Context: an optimization exercise on an open-source flow, tuned for small area and a short achievable clock period. The choices shown serve that exercise and are no tape-out recipe. In this exercise RTL edits were held to simulation tests only and were not proved equivalent to the original. No driver is modelled on the clock port, so clocking that relies on it looks cheaper here than on a real chip. No activity file was given, so power comes from the tool's default toggle rates.

==> flow/design.v (excerpt) <==
module sram_controller (
    input  logic        hclk,
    input  logic        hreset_n,
    input  logic        hsel,
    input  logic [7:0]  haddr,
    input  logic        hwrite,
    input  logic [1:0]  htrans,
    input  logic [2:0]  hsize,
    input  logic [31:0] hwdata,
    output logic [31:0] hrdata,
    output logic        hready,
    output logic        hresp,
    input  logic        pwr_save_req,
    input  logic        pwr_restore_req,
    output logic        sram_csb0,
    output logic        sram_web0,
    output logic [7:0]  sram_addr0,
    output logic [31:0] sram_din0,
    output logic [3:0]  sram_wmask0,
    input  logic [31:0] sram_dout0,
    output logic        parity_error,
    output logic [1:0]  fsm_state
);
For scale: ~1300 cells after synthesis, ~300 flip-flops, roughly 14000 sq um of cells after synthesis.
==> module sram_controller_parity_bit, before the edit <==
module sram_controller_parity_bit (
    input  logic clk,
    input  logic reset_n,
    input  logic row,
    input  logic col_set,
    input  logic col_clr,
    output logic q
);
    always_ff @(posedge clk or negedge reset_n) begin
        if (!reset_n) begin
            q <= 1'b0;
        end else begin
            q <= (q & ~(row & col_clr)) | (row & col_set);
        end
    end
endmodule
==> module sram_controller_parity_storage, before the edit <==
module sram_controller_parity_storage (
    input  logic       clk,
    input  logic       reset_n,
    input  logic       write_enable,
    input  logic [7:0] addr,
    input  logic       write_parity,
    output logic       read_parity
);
    logic [255:0] bits;
    logic [15:0]  row_sel;
    logic [15:0]  col_set;
    logic [15:0]  col_clr;
    logic [15:0]  row_hit;
    logic [15:0]  col_hit;
    logic [15:0]  row_hit_n;
    logic [15:0]  col_hit_n;
    logic [15:0]  row_val;
    always_comb begin
        for (int i = 0; i < 16; i++) begin
            row_hit[i] = (addr[7:4] == i[3:0]);
            col_hit[i] = (addr[3:0] == i[3:0]);
            row_hit_n[i] = ~row_hit[i];
            col_hit_n[i] = ~col_hit[i];
            row_sel[i] = write_enable & (addr[7:4] == i[3:0]);
            col_set[i] = write_parity & (addr[3:0] == i[3:0]);
            col_clr[i] = ~write_parity & (addr[3:0] == i[3:0]);
        end
    end
    for (genvar k = 0; k < 256; k++) begin : g_bit
        sram_controller_parity_bit u_bit (
            .clk(clk),
            .reset_n(reset_n),
            .row(row_sel[k / 16]),
            .col_set(col_set[k % 16]),
            .col_clr(col_clr[k % 16]),
            .q(bits[k])
        );
    end
    for (genvar i = 0; i < 16; i++) begin : g_row
        sram_controller_parity_sel16 u_row (
            .bits(bits[i * 16 +: 16]),
            .sel_n(col_hit_n),
            .out(row_val[i])
        );
    end
    sram_controller_parity_sel16 u_col (
        .bits(row_val),
        .sel_n(row_hit_n),
        .out(read_parity)
    );
endmodule
==> flow/config.mk <==
export PLATFORM = sky130hd
export DESIGN_NAME = sram_controller
export DESIGN_NICKNAME = sram_controller
export VERILOG_FILES = /design/flow/design.v
export SDC_FILE = /design/flow/constraint.sdc
export NUM_CORES = 4
export LEC_CHECK = 0
export CAP_MARGIN = 0
export CORE_MARGIN = 2
export CORE_UTILIZATION = 40
export GPL_TIMING_DRIVEN = 0
export PLACE_DENSITY = 0.6
export SLEW_MARGIN = 0
export SYNTH_HIERARCHICAL = 1
export SYNTH_MINIMUM_KEEP_SIZE = 0
==> flow/constraint.sdc <==
create_clock -name core_clock -period 10.0 [get_ports {hclk}]
set_input_delay 2.0000 -clock core_clock [delete_from_list [all_inputs] [get_ports {hclk}]]
set_output_delay 2.0000 -clock core_clock [all_outputs]
set_load 0.01 [all_outputs]
standard.sh (not shown) runs the stock make flow with config.mk's settings and CLKGATE_MAP_FILE= SYNTH_SCRIPT=/design/flow/synth_recipe.tcl, a recipe that flattens the netlist after the stock synthesis.
==> flow/flow/run.sh <==
#!/bin/bash
# Own layout flow: the standard ORFS flow (standard.sh: unchanged synthesis,
# floorplan, power grid and tap cells, placement, routing), with hooks that
# change how the paths from the input ports are built:
#  - synthesis buffers are removed at floorplan (REMOVE_ABC_BUFFERS) and the
#    ports are buffered with buf_1;
#  - io_fast.tcl (before the placement resizer): each input buffer drives only
#    the pins that lead to an output port; its loads that only reach registers
#    are moved behind a buffer of their own;
#  - tighten.tcl (CTS and global route stages): the stage's timing repair runs
#    against a tighter input delay (the SDC's is restored right after),
#    followed by a power-recovery pass that sizes cells back down where that
#    tighter delay leaves slack;
#  - the clock tree uses its own buffer list and sink clustering, and no dummy loads.
# The make run's full output goes to standard_flow.log in the work folder;
# ORFS's own per-step logs are under orfs/logs/.
set -euo pipefail
cd "$(dirname "${BASH_SOURCE[0]}")/.."
F=$PWD/flow

export REMOVE_ABC_BUFFERS=1
export BUFFER_PORTS_ARGS="-buffer_cell sky130_fd_sc_hd__buf_1"
export IO_FAST_IN_CELL=sky130_fd_sc_hd__buf_1
export IO_FAST_OUT_CELL=sky130_fd_sc_hd__buf_1
export IO_FAST_ISO_CELL=sky130_fd_sc_hd__buf_4
export IO_FAST_IN_DELAY=${IO_FAST_IN_DELAY:-7.6}
export IO_FAST_RECOVER=100
export PRE_RESIZE_TCL=$F/io_fast.tcl
export PRE_CTS_TCL=$F/tighten.tcl
export PRE_GLOBAL_ROUTE_TCL=$F/tighten.tcl
export CTS_ARGS="-sink_clustering_enable -repair_clock_nets -buf_list {sky130_fd_sc_hd__clkbuf_4} -sink_clustering_size 14 -sink_clustering_max_diameter 34 -dont_use_dummy_load"

bash standard.sh > standard_flow.log 2>&1
Other scripts of this flow, unchanged in this note and not shown: flow/flow/io_fast.tcl, flow/flow/tighten.tcl
The starting point completed and failed the layout checks on capacitance limit, slew limit.
Rerun with:
--- a/flow/design.v
+++ b/flow/design.v
@@ -92,18 +92,13 @@
 `default_nettype none
 module sram_controller_parity_bit (
     input  logic clk,
-    input  logic reset_n,
     input  logic row,
     input  logic col_set,
     input  logic col_clr,
     output logic q
 );
-    always_ff @(posedge clk or negedge reset_n) begin
-        if (!reset_n) begin
-            q <= 1'b0;
-        end else begin
-            q <= (q & ~(row & col_clr)) | (row & col_set);
-        end
+    always_ff @(posedge clk) begin
+        q <= (q & ~(row & col_clr)) | (row & col_set);
     end
 endmodule
 module sram_controller_parity_sel4 (
@@ -151,15 +146,14 @@
             col_hit[i] = (addr[3:0] == i[3:0]);
             row_hit_n[i] = ~row_hit[i];
             col_hit_n[i] = ~col_hit[i];
-            row_sel[i] = write_enable & (addr[7:4] == i[3:0]);
-            col_set[i] = write_parity & (addr[3:0] == i[3:0]);
-            col_clr[i] = ~write_parity & (addr[3:0] == i[3:0]);
+            row_sel[i] = ~reset_n | (write_enable & (addr[7:4] == i[3:0]));
+            col_set[i] = reset_n & write_parity & (addr[3:0] == i[3:0]);
+            col_clr[i] = ~reset_n | (~write_parity & (addr[3:0] == i[3:0]));
         end
     end
     for (genvar k = 0; k < 256; k++) begin : g_bit
         sram_controller_parity_bit u_bit (
             .clk(clk),
-            .reset_n(reset_n),
             .row(row_sel[k / 16]),
             .col_set(col_set[k % 16]),
             .col_clr(col_clr[k % 16]),
With this change the flow completed with no timing, DRC or antenna violations.
Via count shrinks by 4.5%.
Worst hold slack improved by 0.010 ns.
Wire length came out lower by 7.7%.
Clock skew goes down by 0.033 ns.
Fmax rises by 1.4%.
Critical path depth is unchanged.
Worst setup slack gains 0.065 ns.
Total power climbs by 3.1%.
Global-route usage shrinks by 0.44 points.
Cell count decreases by 4.4%.

[static timing again, ports no longer ideal]
No port has a modelled driver above. Below, the same layouts with a new extraction and two added sets of constraints. Step 1, drivers: a clkbuf_16 drives hclk and a buf_2 each remaining input, both assumed. Step 2, shift: input delay + t, output delay - t, t = (earliest + latest rising clock arrival at the registers) / 2. This alone moves slack from input paths to output paths. a / b / c = ideal / step 1 / step 2; a / b = the first two.
run | t, ns | slack for setup (ns) | slew at the worst register clock pin (ns) | worst data-port slew with drivers (ns)
the first run | 0.744 | 5.444 / 5.417 / 4.759 | 0.12 / 0.12 | 0.05
the second run | 0.713 | 5.509 / 5.462 / 4.939 | 0.11 / 0.11 | 0.06
For the first run, which loses most, drivers alone change the setup slack by -0.027 ns; drivers and shift together by -0.685 ns.
